What follows belongs to an exercise in optimizing a design on an open flow for small area; a production flow would make more cautious choices. Only simulation tests tie the RTL to the original design; equivalence was not proved. Power and IR drop assume default switching activity.

**flow/run.sh**
```bash
#!/bin/bash
# synth_recipe.tcl (not shown) runs the flow's synth.tcl, then flattens the netlist and writes it again
# the make line also repeats each setting of config.mk as NAME=value (left out here)
make -C /OpenROAD-flow-scripts/flow DESIGN_CONFIG=/design/flow/config.mk WORK_HOME=/design/flow/orfs CLKGATE_MAP_FILE= SYNTH_SCRIPT=/design/flow/synth_recipe.tcl finish
```
**flow/config.mk**
```make
export PLATFORM = sky130hd
export DESIGN_NAME = rv32i_core
export DESIGN_NICKNAME = rv32i_core
export VERILOG_FILES = /design/flow/design.v
export SDC_FILE = /design/flow/constraint.sdc
export NUM_CORES = 8
export LEC_CHECK = 0
export CAP_MARGIN = 30
export CORE_MARGIN = 2
export CORE_UTILIZATION = 40
export SETUP_SLACK_MARGIN = 0.5
export SLEW_MARGIN = 20
```
**flow/constraint.sdc**
```tcl
create_clock -name core_clock -period 15.0 [get_ports {Clk}]
set_input_delay 3.0000 -clock core_clock [delete_from_list [all_inputs] [get_ports {Clk}]]
set_output_delay 3.0000 -clock core_clock [all_outputs]
set_load 0.01 [all_outputs]
```
**flow/design.v**
```verilog
module ALU (
    input logic [31:0] inA,
    input logic [31:0] inB,
    input logic [3:0] ALUCtrlOut,
    output logic [31:0] ALUOut,
    output logic Zero
);
    logic signed [31:0] sa, sb;
    always_comb begin
        sa = $signed(inA);
        sb = $signed(inB);
        ALUOut = 0;
        case(ALUCtrlOut)
            4'b0000: ALUOut = sa + sb;
            4'b0001: ALUOut = sa - sb;
            4'b0010: ALUOut = inA & inB;
            4'b0011: ALUOut = inA | inB;
            4'b0100: ALUOut = inA ^ inB;
            4'b0101: ALUOut = inA << inB[4:0];
            4'b0110: ALUOut = inA >> inB[4:0];
            4'b0111: ALUOut = sa >>> inB[4:0];
            4'b1000: ALUOut = (sa < sb) ? 32'h1 : 32'h0;
            4'b1001: ALUOut = (inA < inB) ? 32'h1 : 32'h0;
            default begin end
        endcase
        Zero = (inA - inB == 32'h0) ? 1'b1 : 1'b0;
    end
endmodule
module ALUCtrl (
    input logic [1:0] ALUOp,
    input logic [2:0] funct3,
    input logic [6:0] funct7,
    output logic [3:0] ALUCtrlOut
);
    always_comb begin
        ALUCtrlOut = 4'b0000;
        case(ALUOp)
            2'b00: ALUCtrlOut = 4'b0000;
            2'b01: begin
                case(funct3)
                    3'b000: ALUCtrlOut = 4'b0001;
                    3'b100: ALUCtrlOut = 4'b1000;
                    3'b101: ALUCtrlOut = 4'b1000;
                    3'b110: ALUCtrlOut = 4'b1001;
                    3'b111: ALUCtrlOut = 4'b1001;
                    default begin
                    end
                endcase
            end
            2'b10: begin
                case(funct3)
                    3'b000: ALUCtrlOut = (funct7 == 7'b0100000) ? 4'b0001 : 4'b0000;
                    3'b111: ALUCtrlOut = 4'b0010;
                    3'b110: ALUCtrlOut = 4'b0011;
                    3'b100: ALUCtrlOut = 4'b0100;
                    3'b001: ALUCtrlOut = 4'b0101;
                    3'b101: ALUCtrlOut = (funct7 == 7'b0100000) ? 4'b0111 : 4'b0110;
                    3'b010: ALUCtrlOut = 4'b1000;
                    3'b011: ALUCtrlOut = 4'b1001;
                    default begin
                    end
                endcase
            end
            2'b11: begin
                case(funct3)
                    3'b000: ALUCtrlOut = 4'b0000;
                    3'b111: ALUCtrlOut = 4'b0010;
                    3'b110: ALUCtrlOut = 4'b0011;
                    3'b100: ALUCtrlOut = 4'b0100;
                    3'b001: ALUCtrlOut = 4'b0101;
                    3'b101: ALUCtrlOut = (funct7 == 7'b0100000) ? 4'b0111 : 4'b0110;
                    3'b010: ALUCtrlOut = 4'b1000;
                    3'b011: ALUCtrlOut = 4'b1001;
                    default begin
                    end
                endcase
            end
            default begin
            end
        endcase
    end
endmodule
module BranchConditionUnit (
    input logic Zero, Branch,
    input logic [31:0] ALUResult,
    input logic [2:0] funct3,
    output logic TakeBranch
);
    always_comb begin
        TakeBranch = 1'b0;
        case(funct3)
            3'b000: TakeBranch = Zero & Branch;
            3'b001: TakeBranch = ~Zero & Branch;
            3'b100: TakeBranch = ALUResult[0] & Branch;
            3'b101: TakeBranch = ~ALUResult[0] & Branch;
            3'b110: TakeBranch = ALUResult[0] & Branch;
            3'b111: TakeBranch = ~ALUResult[0] & Branch;
            default begin end
        endcase
    end
endmodule
module CtrlUnit (
    input logic [6:0] OpCode,
    output logic RegWrite, MemRead, MemWrite, Branch, Jump, JumpReg, ALUSrcA, ALUSrcB,
    output logic [1:0] ResultSrc, ALUOp,
    output logic [2:0] immSrc
);
    always_comb begin
        RegWrite = 1'b0;
        MemRead = 1'b0;
        MemWrite = 1'b0;
        Branch = 1'b0;
        Jump = 1'b0;
        JumpReg = 1'b0;
        ALUSrcA = 1'b0;
        ALUSrcB = 1'b0;
        ResultSrc = 2'b00; 
        ALUOp = 2'b00;
        immSrc = 3'b000;
        case(OpCode)
            7'h33: begin
                RegWrite = 1'b1;
                ALUSrcB = 1'b1;
                ALUOp = 2'b10;
            end
            7'h13: begin
                RegWrite = 1'b1;
                ALUOp = 2'b11;
            end
            7'h03: begin
                RegWrite = 1'b1;
                MemRead = 1'b1;
                ResultSrc = 2'b01;
            end
            7'h23: begin
                MemWrite = 1'b1;
                immSrc = 3'b001;
            end
            7'h63: begin
                Branch = 1'b1;
                ALUSrcB = 1'b1;
                ALUOp = 2'b01;
                immSrc = 3'b010;
            end
            7'h6f: begin
                RegWrite = 1'b1;
                Jump = 1'b1;
                ALUSrcA = 1'b1;
                ResultSrc = 2'b10;
                immSrc = 3'b100;
            end
            7'h67: begin
                RegWrite = 1'b1;
                JumpReg = 1'b1;
                ResultSrc = 2'b10;
            end
            7'h37: begin
                RegWrite = 1'b1;
                ResultSrc = 2'b11;
                immSrc = 3'b011;
            end
            7'h17: begin
                RegWrite = 1'b1;
                ALUSrcA = 1'b1;
                immSrc = 3'b011;
            end
            default begin
            end
        endcase
    end
endmodule
module Decoder1 (
    input logic [31:0] Inst,
    output logic [6:0] OpCode,
    output logic [4:0] rd,
    output logic [2:0] funct3,
    output logic [4:0] rs1,
    output logic [4:0] rs2,
    output logic [6:0] funct7,
    output logic [31:0] immI,
    output logic [31:0] immS,
    output logic [31:0] immB,
    output logic [31:0] immU,
    output logic [31:0] immJ
);
    assign OpCode = Inst[6:0];
    assign rd = Inst[11:7];
    assign funct3 = Inst[14:12];
    assign rs1 = Inst[19:15];
    assign rs2 = Inst[24:20];
    assign funct7 = Inst[31:25];
    assign immI = {{20{Inst[31]}}, Inst[31:20]};
    assign immS = {{20{Inst[31]}}, Inst[31:25], Inst[11:7]};
    assign immB = {{19{Inst[31]}}, Inst[31], Inst[7], Inst[30:25], Inst[11:8], 1'b0};
    assign immU = {Inst[31:12], {12{1'b0}}};
    assign immJ = {{11{Inst[31]}}, Inst[31], Inst[19:12], Inst[20], Inst[30:21], 1'b0};
endmodule
module LoadStoreUnit (
    input logic [31:0] rs,
    input logic [1:0] size, whichbit,
    output logic [3:0] wmask,
    output logic [31:0] WMemData
);
    always_comb begin
        WMemData = {4{rs[7:0]}};
        wmask = 4'b0000;
        case(size)
            2'b00: begin
                WMemData = {4{rs[7:0]}};
                case(whichbit)
                    2'b00: wmask = 4'b0001;
                    2'b01: wmask = 4'b0010;
                    2'b10: wmask = 4'b0100;
                    2'b11: wmask = 4'b1000;
                endcase
            end
            2'b01: begin
                WMemData = {2{rs[15:8], rs[7:0]}};
                case(whichbit[1])
                    1'b0: wmask = 4'b0011;
                    1'b1: wmask = 4'b1100;
                endcase
            end
            2'b10: begin
                WMemData = rs;
                wmask = 4'b1111;
            end
            default begin end
        endcase
    end
endmodule
module LoadExtend (
    input  logic SiUned,
    input  logic MemRead,
    input  logic [1:0]  size,
    input  logic [31:0] RawData,
    output logic [31:0] DataRead
);
    always_comb begin
        DataRead = 32'b0;
        if (MemRead) begin
            case(size)
                2'b00: begin
                    case(SiUned)
                        1'b0: DataRead = { {24{RawData[7]}}, RawData[7:0] };
                        1'b1: DataRead = { 24'b0, RawData[7:0] };
                    endcase
                end
                2'b01: begin
                    case(SiUned)
                        1'b0: DataRead = { {16{RawData[15]}}, RawData[15:0] };
                        1'b1: DataRead = { 16'b0, RawData[15:0] };
                    endcase
                end
                2'b10: DataRead = RawData;
                default: DataRead = 32'b0;
            endcase
        end
    end
endmodule
module PC32Bit (
    input logic Clk,
    input logic Rst,
    input logic [31:0] NewPC,
    output logic [31:0] CurPC
);
    always_ff @(posedge Clk or posedge Rst) begin
        if (Rst) begin
            CurPC <= 32'h0;
        end
        else begin
            CurPC <= NewPC;
        end
    end
endmodule
module PCCtrl (
    input logic [31:0] CurPC, immB, immJ, immI, ReadVal1,
    input logic Branch, Jump, JumpReg,
    output logic [31:0] CurPC4, NewPC
);
    logic [1:0] sel;
    always_comb begin
        if (JumpReg)
            sel = 2'b11;
        else if (Jump)
            sel = 2'b10;
        else if (Branch)
            sel = 2'b01;
        else
            sel = 2'b00;
        case(sel)
            2'b00: NewPC = CurPC + 32'h4;
            2'b01: NewPC = CurPC + (immB);
            2'b10: NewPC = CurPC + (immJ);
            2'b11: NewPC = (ReadVal1) + (immI);
            default begin end
        endcase
        CurPC4 = CurPC + 32'h4;
    end
endmodule
module RegisterFile (
    input logic Clk, Rst, RegWrite,
    input logic [31:0] wdata,
    input logic [4:0] rd, rs1, rs2,
    output logic [31:0] ReadVal1, ReadVal2
);
    logic [31:0] regs [31:0];
    assign ReadVal1 = (rs1 != 0) ? regs[rs1] : 32'b0;  
    assign ReadVal2 = (rs2 != 0) ? regs[rs2] : 32'b0;
    always_ff @(posedge Clk or posedge Rst) begin
        if (Rst) begin
            for (int i = 0; i < 32; i++) begin
                regs[i] <= 32'b0;
            end
        end else if (RegWrite && (rd != 0)) begin
            regs[rd] <= wdata;
        end
    end
endmodule
module rv32i_core (
    input  logic Rst,
    input  logic Clk,
    output logic [31:0] imem_addr,
    input  logic [31:0] imem_rdata,
    output logic        dmem_re,
    output logic        dmem_we,
    output logic [1:0]  dmem_size,
    output logic [31:0] dmem_addr,
    output logic [31:0] dmem_wdata,
    input  logic [31:0] dmem_rdata,
    output logic        retire_valid,
    output logic [31:0] retire_pc,
    output logic        retire_we,
    output logic [4:0]  retire_rd,
    output logic [31:0] retire_wdata
);
    logic [31:0] tNewPC, tCurPC, tCurPC4, tInst, timmI, timmB, timmJ, timmU, timmS, tReadVal1, tReadVal2, tA, tB;
    logic [31:0] tALUOut;
    logic [31:0] tWMemData, tDataRead, timm, twdata;
    logic [6:0] tOpCode, tfunct7;
    logic [4:0] trd, trs1, trs2;
    logic [3:0] tALUCtrlOut, twmask;
    logic [2:0] tfunct3, timmSrc;
    logic [1:0] tResultSrc, tALUOp;
    logic tBranch, tJump, tJumpReg, tRegWrite, tMemWrite, tMemRead, tALUSrcA, tALUSrcB, tZero, tTakeBranch;
    always_comb begin
        timm  = 32'b0;
        tA    = 32'b0;
        tB    = 32'b0;
        twdata = 32'b0;
        case(timmSrc)
            3'b000: timm = timmI;
            3'b001: timm = timmS;
            3'b010: timm = timmB;
            3'b011: timm = timmU;
            3'b100: timm = timmJ;
            default: timm = 32'b0;
        endcase
        case(tResultSrc)
            2'b00: twdata = tALUOut;
            2'b01: twdata = tDataRead;
            2'b10: twdata = tCurPC4;
            2'b11: twdata = timm;
            default: twdata = 32'b0;
        endcase
        case(tALUSrcA)
            1'b0: tA = tReadVal1;
            1'b1: tA = tCurPC;
            default: tA = 32'b0;
        endcase
        case(tALUSrcB)
            1'b0: tB = timm;
            1'b1: tB = tReadVal2;
            default: tB = 32'b0;
        endcase
    end
    assign imem_addr = tCurPC;
    assign tInst     = imem_rdata;
    assign dmem_re    = tMemRead & ~Rst;
    assign dmem_we    = tMemWrite & ~Rst;
    assign dmem_size  = tfunct3[1:0];
    assign dmem_addr  = tALUOut;
    assign dmem_wdata = tWMemData;
    assign retire_valid = ~Rst;
    assign retire_pc    = tCurPC;
    assign retire_we    = tRegWrite && (trd != 0);
    assign retire_rd    = trd;
    assign retire_wdata = twdata;
    PC32Bit Programm_Counter(
        .Clk(Clk),
        .Rst(Rst),
        .NewPC(tNewPC),
        .CurPC(tCurPC)
    );
    PCCtrl Next_PC(
        .CurPC(tCurPC),
        .immI(timmI),
        .immB(timmB),
        .immJ(timmJ),
        .ReadVal1(tReadVal1),
        .Branch(tTakeBranch),
        .Jump(tJump),
        .JumpReg(tJumpReg),
        .NewPC(tNewPC),
        .CurPC4(tCurPC4)
    );
    Decoder1 Decode1(
        .Inst(tInst),
        .OpCode(tOpCode),
        .rd(trd),
        .funct3(tfunct3),
        .rs1(trs1),
        .rs2(trs2),
        .funct7(tfunct7),
        .immI(timmI),
        .immS(timmS),
        .immB(timmB),
        .immU(timmU),
        .immJ(timmJ)
    );
    RegisterFile RegFile(
        .Clk(Clk),
        .Rst(Rst),
        .RegWrite(tRegWrite),
        .wdata(twdata),
        .rd(trd),
        .rs1(trs1),
        .rs2(trs2),
        .ReadVal1(tReadVal1),
        .ReadVal2(tReadVal2)
    );
    CtrlUnit CtrlU(
        .OpCode(tOpCode),
        .RegWrite(tRegWrite),
        .MemWrite(tMemWrite),
        .MemRead(tMemRead),
        .Branch(tBranch),
        .Jump(tJump),
        .JumpReg(tJumpReg),
        .ALUSrcA(tALUSrcA),
        .ALUSrcB(tALUSrcB),
        .ResultSrc(tResultSrc),
        .immSrc(timmSrc),
        .ALUOp(tALUOp)
    );
    ALUCtrl ALUControl(
        .ALUOp(tALUOp),
        .funct3(tfunct3),
        .funct7(tfunct7),
        .ALUCtrlOut(tALUCtrlOut)
    );
    ALU ALU1(
        .inA(tA),
        .inB(tB),
        .ALUCtrlOut(tALUCtrlOut),
        .ALUOut(tALUOut),
        .Zero(tZero)
    );
    BranchConditionUnit BCU(
        .Zero(tZero),
        .Branch(tBranch),
        .ALUResult(tALUOut),
        .funct3(tfunct3),
        .TakeBranch(tTakeBranch)
    );
    LoadStoreUnit LSU(
        .rs(tReadVal2),
        .size(tfunct3[1:0]),
        .whichbit(tALUOut[1:0]),
        .wmask(twmask),
        .WMemData(tWMemData)
    );
    LoadExtend LoadExt(
        .SiUned(tfunct3[2]),
        .MemRead(tMemRead),
        .size(tfunct3[1:0]),
        .RawData(dmem_rdata),
        .DataRead(tDataRead)
    );
endmodule
```
==> impl_metrics.tcl, run 1 <==
set metrics [dict create \
    outcome "timing/DRC/antenna clean" \
    hold_class "flop to flop" \
    dp_hpwl_um 319000 \
    drt_wl_total_um 449000 \
    ys_async_sr_fraction_pct 100 \
    p_int_uw 5400 \
    end_kind "primary output" \
    cts_made_buffers 113 \
    num_vias 76200 \
    setup_viol 0 \
    groute.usage.overall_pct 49.8 \
    holdPathStages 2 \
    path_clk_slew_ns 0.06 \
    hold_viol 0 \
    ctsHtreeMaxLevel 3 \
    synthCells 7968 \
    die_w_um 419 \
    synth-seq-cells 1024 \
    synth_area_leaders "dfrtp_1, mux2_2, and3_1, nand2_1, a22oi_1" \
    start_util_pct 40.2 \
    hold_path_end "RegFile.regs[7][26]" \
    arrival_ns 11.33 \
    die_height_um 419 \
    syn_area_per_cell_um2 8.63 \
    switching_share_pct 36.4 \
    synth_area_um2 68700 \
    nNetsFinal 8270 \
    grt_max_degree 166 \
    grt_overflow 0 \
    viasPerCell 7.33 \
    tightest_slew_ns 1.17 \
    p_clk_share_pct 35.7 \
    drive_above_1_share_pct 16.1 \
    hp-start "RegFile.regs[7][26]" \
    gp_congestion 1.07 \
    synth.distinct_cells 100 \
    critical_path_class "input pin to primary output" \
    design.die.area_um2 175000 \
    io_pins 237 \
    reg2reg_setup_slack_ns 5.54 \
    drtIter0Drc 12700 \
    mostFrequentLayoutCells "dfrtp_1, nand2_1, and3_1, buf_4, o21ai_0" \
    setup_slack_ns 0.668 \
    cap_violations 0 \
    portBuffers 236 \
    period_share_pct 95.5 \
    timing.rr.start "RegFile.regs[24][16]" \
    period_needed_ns 14.33 \
    hold_buffers 0 \
    syn_to_final_growth_pct 16.6 \
    ys.flop_type "dfrtp_1" \
    tritoncts "done" \
    drc 0 \
    required_ns 12.00 \
    seqPwrFrac_pct 38.1 \
    clock.fmax_mhz 69.8 \
    ys_warn_count 11 \
    dr.pass1.iters 10 \
    slew_headroom_pct 21.8 \
    netlist.top_cell.by_area "dfrtp_1" \
    comb_power_share_pct 26.3 \
    rsz0062_at_grt "false" \
    core_um2 171000 \
    grt_pass1_wl_um 605000 \
    preCtsSetupSlack_ns 0.736 \
    power.density_nw_per_um2 106 \
    rows 152 \
    layout_commonest_cell "dfrtp_1" \
    clockRootBuffer "clkbuf_16" \
    synth.top_cell.area_share_pct 37.3 \
    clkLatencyLatePin_ns 0.83 \
    cts.sinks 1024 \
    yosysSeqAreaShare_pct 37.3 \
    wl_per_cell_um 43.2 \
    power_leakage_uw 0.0366 \
    clockBufferDepth 3 \
    timing.rr.end "Programm_Counter.CurPC[29]" \
    cp_max_fo 8 \
    vdd_drop_max_v 0.000116 \
    start_kind "input pin" \
    fin_cells 10400 \
    skew_ns 0.0630 \
    reg2reg_depth 25 \
    synth-edff-count 0 \
    slew_violations 0 \
    antenna_found_initial 38 \
    dp.cells 10100 \
    grt_pass1_vias 70600 \
    antenna_left 0 \
    p_sw_uw 3080 \
]
-- sequential cells by signal, indices dropped and copies added, names as in the netlist --
name / count
Programm_Counter.CurPC: 32
RegFile.regs: 992
-- worst max-delay path by stage --
stage,startpoint,to,cells after the start
global route,imem_rdata[22],retire_wdata[30],29
CTS,imem_rdata[17],retire_wdata[23],24
global placement,imem_rdata[17],retire_wdata[23],24
floorplan,Rst,retire_valid,1
detailed placement,imem_rdata[17],retire_wdata[23],24
finish,imem_rdata[22],retire_wdata[23],27
-- synthesized netlist by cell type (58+ instances only) --
| master | instances |
|---|---|
| mux2_2 | 323 |
| nand2_1 | 862 |
| nand4_1 | 136 |
| o211ai_1 | 129 |
| and3_1 | 549 |
| buf_2 | 92 |
| ha_1 | 165 |
| clkbuf_1 | 652 |
| a22o_1 | 100 |
| o21ai_1 | 60 |
| dfrtp_1 | 1024 |
| nor3_1 | 71 |
| inv_1 | 138 |
| nand3_1 | 403 |
| a221oi_1 | 128 |
| o21ai_0 | 489 |
| a21oi_1 | 351 |
| a31oi_1 | 58 |
| xnor2_1 | 87 |
| a22oi_1 | 354 |
| o31ai_1 | 199 |
| nor2_1 | 398 |
| o41ai_1 | 95 |
| a2111oi_0 | 123 |
-- per-stage QoR --
stage	TNS (ns)	area [µm²]	utilization (%)	total power, µW	hold slack (ns)
2_1_floorplan	-2207.31	68800	-	4260	0.455
6_report	0	80100	46.8	8480	0.500
3_3_place_gp	0	75600	44.2	5360	0.472
4_1_cts	0	79800	46.6	8350	0.500
3_5_place_dp	0	75800	44.3	5370	0.485
5_1_grt	0	80100	46.8	8660	0.514
-- final cells by class --
cell class / count / area (µm²)
Inverter: 154 / 582
Clock inverter: 46 / 632
Tap cell: 2233 / 2790
Clock buffer: 165 / 3290
Antenna cell: 25 / 62.6
Timing Repair Buffer: 796 / 7200
Sequential cell: 1024 / 25600
Multi-Input combinational cell: 5946 / 39900
Fill cell: 16600 / 91000
-- metal layers --
layer	part of all wire [%]	GRT usage, %
met2	41	70.8
met5	0.054	0
met3	14	19.4
met4	10	41.2
met1	35	59.3
-- power groups by stage --
stage | logic, µW | clock network [µW] | registers, µW
after CTS | 2120 | 3020 | 3210
after detailed placement | 2110 | 0 | 3260
after floorplan | 1120 | 0 | 3130
final | 2230 | 3020 | 3230
after global routing | 2300 | 3130 | 3230
after global placement | 2100 | 0 | 3260
-- worst max-delay path: stages --
cell,delay [ns]
clkdlybuf4s50_1,0.62
buf_4,0.29
or3b_2,0.60
nor2_4,0.55
buf_4,0.34
a22oi_1,0.13
nand4_1,0.16
or3_1,0.41
nor2_1,0.10
a31oi_1,0.60
buf_4,0.24
ha_1,0.21
inv_1,0.07
o21ai_0,0.17
o211ai_1,0.20
a221oi_1,0.68
nor4_1,0.14
buf_4,0.21
o21ai_0,0.28
buf_4,0.19
o21ba_2,0.12
o22ai_1,0.10
xnor2_1,0.42
a22oi_1,0.16
nand3_1,0.41
o22a_1,0.29
clkdlybuf4s50_1,0.60
-- logic make-up after synthesis --
kind of cell / Yosys count / share of synthesized area, %
XOR/XNOR: 120 / 1.53
flip-flops: 1024 / 37.3
adder cells (fa/ha/maj): 169 / 3.12
AND/OR/NAND/NOR: 2767 / 20.2
multiplexers: 391 / 6.48
buffers and inverters: 998 / 6.04
AO/OA/AOI/OAI: 2499 / 25.4
-- what timing repair did --
action,CTS,global route
resized for setup,0,1
endpoints found under the setup margin,0,2
buffers inserted,0,6
==> run 2: changes to the inputs <==
==> flow/design.v (replaced) <==
module rv32i_core (
    input  logic Rst,
    input  logic Clk,
    output logic [31:0] imem_addr,
    input  logic [31:0] imem_rdata,
    output logic        dmem_re,
    output logic        dmem_we,
    output logic [1:0]  dmem_size,
    output logic [31:0] dmem_addr,
    output logic [31:0] dmem_wdata,
    input  logic [31:0] dmem_rdata,
    output logic        retire_valid,
    output logic [31:0] retire_pc,
    output logic        retire_we,
    output logic [4:0]  retire_rd,
    output logic [31:0] retire_wdata
);
    logic [4:0]  cnt;      
    logic [1:0]  fr;       
    logic        clr;      
    logic [31:2] pc;
    logic [31:0] adr, dat;
    logic        c;        
    logic        flag;     
    logic [4:0]  k;        
    wire [31:0] I = imem_rdata;
    wire [2:0]  f3 = I[14:12];
    wire [4:0]  rs1 = I[19:15];
    wire [4:0]  rs2 = I[24:20];
    wire [4:0]  rd  = I[11:7];
    wire is_ld    = ~I[6] & ~I[4] & ~I[5];
    wire is_st    = ~I[6] & ~I[4] &  I[5];
    wire is_br    =  I[6] & ~I[2];
    wire is_jalr  =  I[6] &  I[2] & ~I[3];
    wire is_jal   =  I[6] &  I[3];
    wire is_u     = ~I[6] &  I[4] &  I[2];
    wire is_lui   = is_u &  I[5];
    wire is_auipc = is_u & ~I[5];
    wire is_alu   = ~I[6] &  I[4] & ~I[2];
    wire is_op    = is_alu & I[5];
    wire is_sh    = is_alu & ~f3[1] & f3[0];
    wire is_slt   = is_alu & ~f3[2] & f3[1];
    wire left     = ~f3[2];
    wire [1:0] lastfr = is_sh ? 2'd3 : (is_ld | is_jalr | is_slt) ? 2'd2 : 2'd1;
    wire f1   = (fr == 2'd0) & ~clr;
    wire f2   = (fr == 2'd1);
    wire f3r  = (fr == 2'd2);
    wire pf   = (fr == lastfr) & ~clr;
    wire c0   = (cnt == 5'd0);
    wire c31  = (cnt == 5'd31);
    always_ff @(posedge Clk or posedge Rst)
        if (Rst) begin
            cnt <= 5'd0;
            fr  <= 2'd0;
            clr <= 1'b1;
        end else begin
            cnt <= cnt + 5'd1;
            if (c31) begin
                clr <= 1'b0;
                fr  <= (clr | pf) ? 2'd0 : fr + 2'd1;
            end
        end
    logic [31:0] rb0;                       
    logic        wbit;
    wire [4:0] ra1 = (is_sh & f3r) ? rd : rs1;
    wire r1 = rb0[ra1];
    wire r2 = rb0[rs2];
    wire rf_we = (f1 & ((is_alu & ~is_sh & ~is_slt) | is_u | is_jal)) |
                 (f2 & (is_slt | is_jalr | is_ld | is_sh));
    wire wb = wbit & ~clr;
    assign rb0[0] = 1'b0;
    for (genvar r = 1; r < 32; r++) begin : g_reg
        logic [31:0] q;
        wire sel = clr | (rf_we & (rd == r));
        always_ff @(posedge Clk)
            q <= {sel ? wb : q[0], q[31:1]};
        assign rb0[r] = q[0];
    end
    wire [31:0] pcw  = {pc, 2'b00};
    wire        pcbit = pcw[cnt];
    wire        four  = (cnt == 5'd2);
    wire [31:0] immI = {{20{I[31]}}, I[31:20]};
    wire [31:0] immS = {{20{I[31]}}, I[31:25], I[11:7]};
    wire [31:0] immB = {{19{I[31]}}, I[31], I[7], I[30:25], I[11:8], 1'b0};
    wire [31:0] immU = {I[31:12], 12'b0};
    wire [31:0] immJ = {{11{I[31]}}, I[31], I[19:12], I[20], I[30:21], 1'b0};
    logic a, b, sub;
    always_comb begin
        if (f1) begin
            a   = (is_lui | is_sh) ? 1'b0 : (is_auipc | is_jal) ? pcbit : r1;
            b   = is_jal ? four : is_u ? immU[cnt] : is_st ? immS[cnt] :
                  (is_op | is_br) ? r2 : immI[cnt];
            sub = is_br | is_slt | (is_sh & left) | (is_op & (f3 == 3'b000) & I[30]);
        end else begin
            a   = pcbit;
            b   = (pf & is_jal) ? immJ[cnt] : (pf & is_br & flag) ? immB[cnt] : four;
            sub = 1'b0;
        end
    end
    wire bx   = b ^ sub;
    wire cin  = c0 ? sub : c;
    wire sum  = a ^ bx ^ cin;
    wire cout = (a & bx) | (a & cin) | (bx & cin);
    logic res;
    always_comb
        case ({is_alu, f3})
            4'b1100: res = a ^ b;
            4'b1110: res = a | b;
            4'b1111: res = a & b;
            default: res = sum;
        endcase
    wire acc  = ~c0 & flag;
    wire neq  = acc | sum;
    wire lt_u = ~cout;
    wire lt_s = (a ^ b) ? a : sum;
    wire taken = f3[0] ^ (f3[2] ? (f3[1] ? lt_u : lt_s) : ~neq);
    wire sltv  = f3[0] ? lt_u : lt_s;
    wire kz  = (k == 5'd0);
    wire tap = dat[k];
    wire ldin = f3[1] | (f3[0] ? ~cnt[4] : (cnt[4:3] == 2'b00));
    wire ldbit = c0 ? dmem_rdata[0] : ldin ? dat[0] : (~f3[2] & dat[31]);
    wire shbit = (left & kz) ? r1 : tap;
    always_comb
        if (f1) wbit = res;
        else if (is_slt) wbit = c0 & flag;
        else if (is_jalr) wbit = sum;
        else if (is_ld) wbit = ldbit;
        else wbit = shbit;
    logic dat_in;
    always_comb
        if (is_sh) begin
            if (f3r) dat_in = r1;
            else if (f1) dat_in = ~left & r1;
            else dat_in = left ? r1 : (I[30] & dat[31]);
        end else if (f1 & is_st) dat_in = r2;
        else dat_in = wbit;
    wire dat_ld = f2 & is_ld & c0;
    wire adr_in = clr ? 1'b0 : (is_jalr & ~f1) ? adr[0] : sum;
    always_ff @(posedge Clk) begin
        c   <= cout;
        adr <= {adr_in, adr[31:1]};
        if (dat_ld) dat <= {dmem_rdata[0], dmem_rdata[31:1]};
        else dat <= {dat_in, dat[31:1]};
        if (f1) flag <= c31 ? (is_br ? taken : sltv) : neq;
        if (f1 & is_sh & (cnt < 5'd5)) k <= {sum, k[4:1]};
        if (c31 & (pf | clr)) pc <= {adr_in, adr[31:3]};
    end
    assign imem_addr    = pcw;
    assign dmem_re      = f2 & is_ld & c0;
    assign dmem_we      = pf & is_st & c0;
    assign dmem_size    = f3[1:0];
    assign dmem_addr    = adr;
    assign dmem_wdata   = dat;
    assign retire_valid = pf & c0;
    assign retire_pc    = pcw;
    assign retire_we    = ~is_br & ~is_st & (rd != 5'd0);
    assign retire_rd    = rd;
    assign retire_wdata = dat;
endmodule
==> impl_metrics.tcl, run 2 <==
set metrics [dict create \
    synth.most_common_cell "dfxtp_1" \
    clkLatencyLatePin_ns 0.64 \
    die_w_um 265 \
    ys.flop_type "dfxtp_1" \
    core_um2 67300 \
    rsz0062_at_grt "false" \
    synth_area_leaders "dfxtp_1, edfxtp_1, mux4_2, buf_4, mux2_2" \
    top_regs "g.q (992), adr (32), dat (32)" \
    io_pins 237 \
    die_height_um 265 \
    cp_top_family "simple AND/OR/NAND/NOR gates" \
    hold_viol 0 \
    post_cts_buffers 0 \
    wl_per_cell_um 16.8 \
    synthCells 1754 \
    drc 0 \
    timing.rr.end "g_reg[4].q[31]" \
    start_kind "input pin" \
    reg2reg_depth 17 \
    cts_made_buffers 95 \
    slew_violations 0 \
    cts.sinks 1101 \
    drt_wl_total_um 49100 \
    slowest_stage "or3b_1" \
    synth-edff-count 36 \
    cp_cell_sequence "clkdlybuf4s50_1 -> or3b_1 -> nor3_1 -> nand3_1 -> a21o_1 -> nor3_1 -> clkdlybuf4s50_1" \
    synth_compound_area_share_pct 4.50 \
    yosysSeqAreaShare_pct 82.5 \
    grt_pass1_vias 13000 \
    period_share_pct 60.6 \
    hp-start "g_reg[29].q[28]" \
    dr.pass1.iters 5 \
    viasPerCell 4.45 \
    clockRootBuffer "clkbuf_16" \
    clockBufferDepth 3 \
    layout_commonest_cell "dfxtp_1" \
    antenna_found_initial 1 \
    syn_area_per_cell_um2 15.5 \
    cap_violations 0 \
    max_stage_delay_ns 0.70 \
    hold_class "flop to flop" \
    groute.usage.overall_pct 14.0 \
    portBuffers 230 \
    synth_common_cells "dfxtp_1, buf_4, nand2_1" \
    cp_max_fo 14 \
    drive_above_1_share_pct 12.2 \
    timing.rr.start "fr[0]" \
    ctsHtreeMaxLevel 3 \
    mostFrequentLayoutCells "dfxtp_1, clkdlybuf4s50_1, clkbuf_16, nand2_1, a21oi_1" \
    critical_path_class "input pin to primary output" \
    num_vias 13000 \
    fin_setup_tns_ns 0 \
    hold_buffers 0 \
    ctsResizeCount 0 \
    synth-seq-cells 1101 \
    design.die.area_um2 70100 \
    synth.top_cell.area_share_pct 77.8 \
    syn_to_final_growth_pct 22.0 \
    synth_mux_area_share_pct 4.67 \
    synth_top_family_by_area "multiplexers" \
    max_flop_register "g.q" \
    grt_pass1_wl_um 75800 \
    skew_ns 0.0206 \
    synth.distinct_cells 85 \
    synthXorXnorAreaFrac_pct 0.124 \
    cp.depth 7 \
    grt_overflow 0 \
    nNetsFinal 2049 \
    placed_area_um2 29900 \
    ys_warn_count 1 \
    netlist.top_cell.by_area "dfxtp_1" \
    end_kind "primary output" \
    tightest_slew_ns 0.846 \
    largest_reg_flops 992 \
    drtIter0Drc 722 \
    vdd_drop_max_v 0.000107 \
    gp_congestion 0.865 \
    antenna_left 0 \
    clock.fmax_mhz 110 \
    power.density_nw_per_um2 178 \
    arrival_ns 6.09 \
    period_needed_ns 9.09 \
    hold-worst-slack_ns 0.311 \
    holdPathStages 0 \
    synth_area_um2 27200 \
    reg2reg_setup_slack_ns 9.09 \
    power_leakage_uw 0.0128 \
    ys_async_sr_fraction_pct 0.727 \
    grt_max_degree 39 \
    hold_path_end "g_reg[29].q[27]" \
    path_clk_slew_ns 0.06 \
    yosys.area_share.simple_pct 4.61 \
    rows 95 \
    tritoncts "done" \
    start_util_pct 40.4 \
    path_buf_inv 2 \
    slew_headroom_pct 43.4 \
    required_ns 12.00 \
    synth_adder_area_share_pct 0.414 \
    setup_viol 0 \
    dp_hpwl_um 32700 \
    outcome "timing/DRC/antenna clean" \
    fin_area_um2 33200 \
]
[run 2: cell count changes after synthesis, sizes merged, moves of 391 or more]
cell	previous run	this run
nand3	403	12
clkbuf	654	25
nand2	862	59
dfrtp	1024	7
and3	549	5
o21ai	551	46
dfxtp	0	1057
[run 2: routing by layer]
| metal | global-route usage, % | part of all wire, % | vias up |
|---|---|---|---|
| met2 | 21.2 | 45 | 275 |
| met3 | 3.16 | 4.4 | 103 |
| met1 | 19.7 | 48 | 6343 |
| met4 | 5.50 | 2.8 | 0 |
| met5 | 0 | 0 | - |
| li1 | - | - | 6310 |
[run 2: how the worst max path moves through the flow]
stage | from | endpoint
2_1_floorplan | imem_rdata[6] | dmem_we
3_3_place_gp | imem_rdata[6] | dmem_we
3_5_place_dp | imem_rdata[6] | dmem_we
4_1_cts | imem_rdata[6] | dmem_we
5_1_grt | imem_rdata[6] | dmem_we
6_report | imem_rdata[6] | dmem_we
[run 2: cells by family after synthesis]
family | count (synthesis)
DFF | 1101
and+or+nand+nor | 231
AOI/OAI and AO/OA | 184
buffers and inverters | 137
muxes | 88
adders and majority gates | 9
xor gates and xnor gates | 3
other | 1
[run 2: layout make-up]
type                    count  area (µm²)
fillers                  5670       34100
flip-flops and latches   1101       22400
multi-input cells         519        3910
clock buffers             138        2790
repair buffers            240        2390
well taps                 873        1090
clock inverters            36         485
inverters                  17        63.8
diodes                      2        5.00
[run 2: power breakdown]
part / switching [µW] / internal, µW / leakage (µW)
combinational: 164 / 205 / 0.00227
sequential: 68.1 / 3020 / 0.00896
clock: 1010 / 1440 / 0.00161
[run 2: through the flow]
stage	std cells	utilization [%]	power, µW	setup slack, ns
3_3_place_gp	2747	44.4	3520	5.94
5_1_grt	2924	49.3	6130	5.76
6_report	2926	49.3	5910	5.91
3_5_place_dp	2749	44.4	3520	5.97
4_1_cts	2923	49.3	5980	5.95
2_1_floorplan	1757	-	3310	7.62

port drivers added, routing unchanged:
No port has a modelled driver above. Below, the same layouts with a new extraction and two added sets of constraints. Step 1, drivers: a clkbuf_16 drives Clk and a buf_2 each remaining input, both assumed. Step 2, shift: input delay + t, output delay - t, t = (earliest + latest rising clock arrival at the registers) / 2. This alone moves slack from input paths to output paths. Slacks: no drivers / after step 1 / after step 2; pairs: no drivers / after step 1.
| run | t, ns | slack for setup (ns) | worst hold slack (ns) | latest minus earliest clock arrival (ns) | worst data-port slew with drivers (ns) |
|---|---|---|---|---|---|
| run 1 | 0.885 | 0.668 / 0.645 / 0.645 | 0.500 / 0.500 / 0.500 | 0.063 / 0.063 | 0.09 |
| run 2 | 0.681 | 5.910 / 5.882 / 5.882 | 0.311 / 0.311 / 0.311 | 0.024 / 0.023 | 0.08 |
After both steps setup and hold are still met in every run listed. For run 2, which loses most, drivers alone change the setup slack by -0.028 ns; drivers and shift together by -0.028 ns.
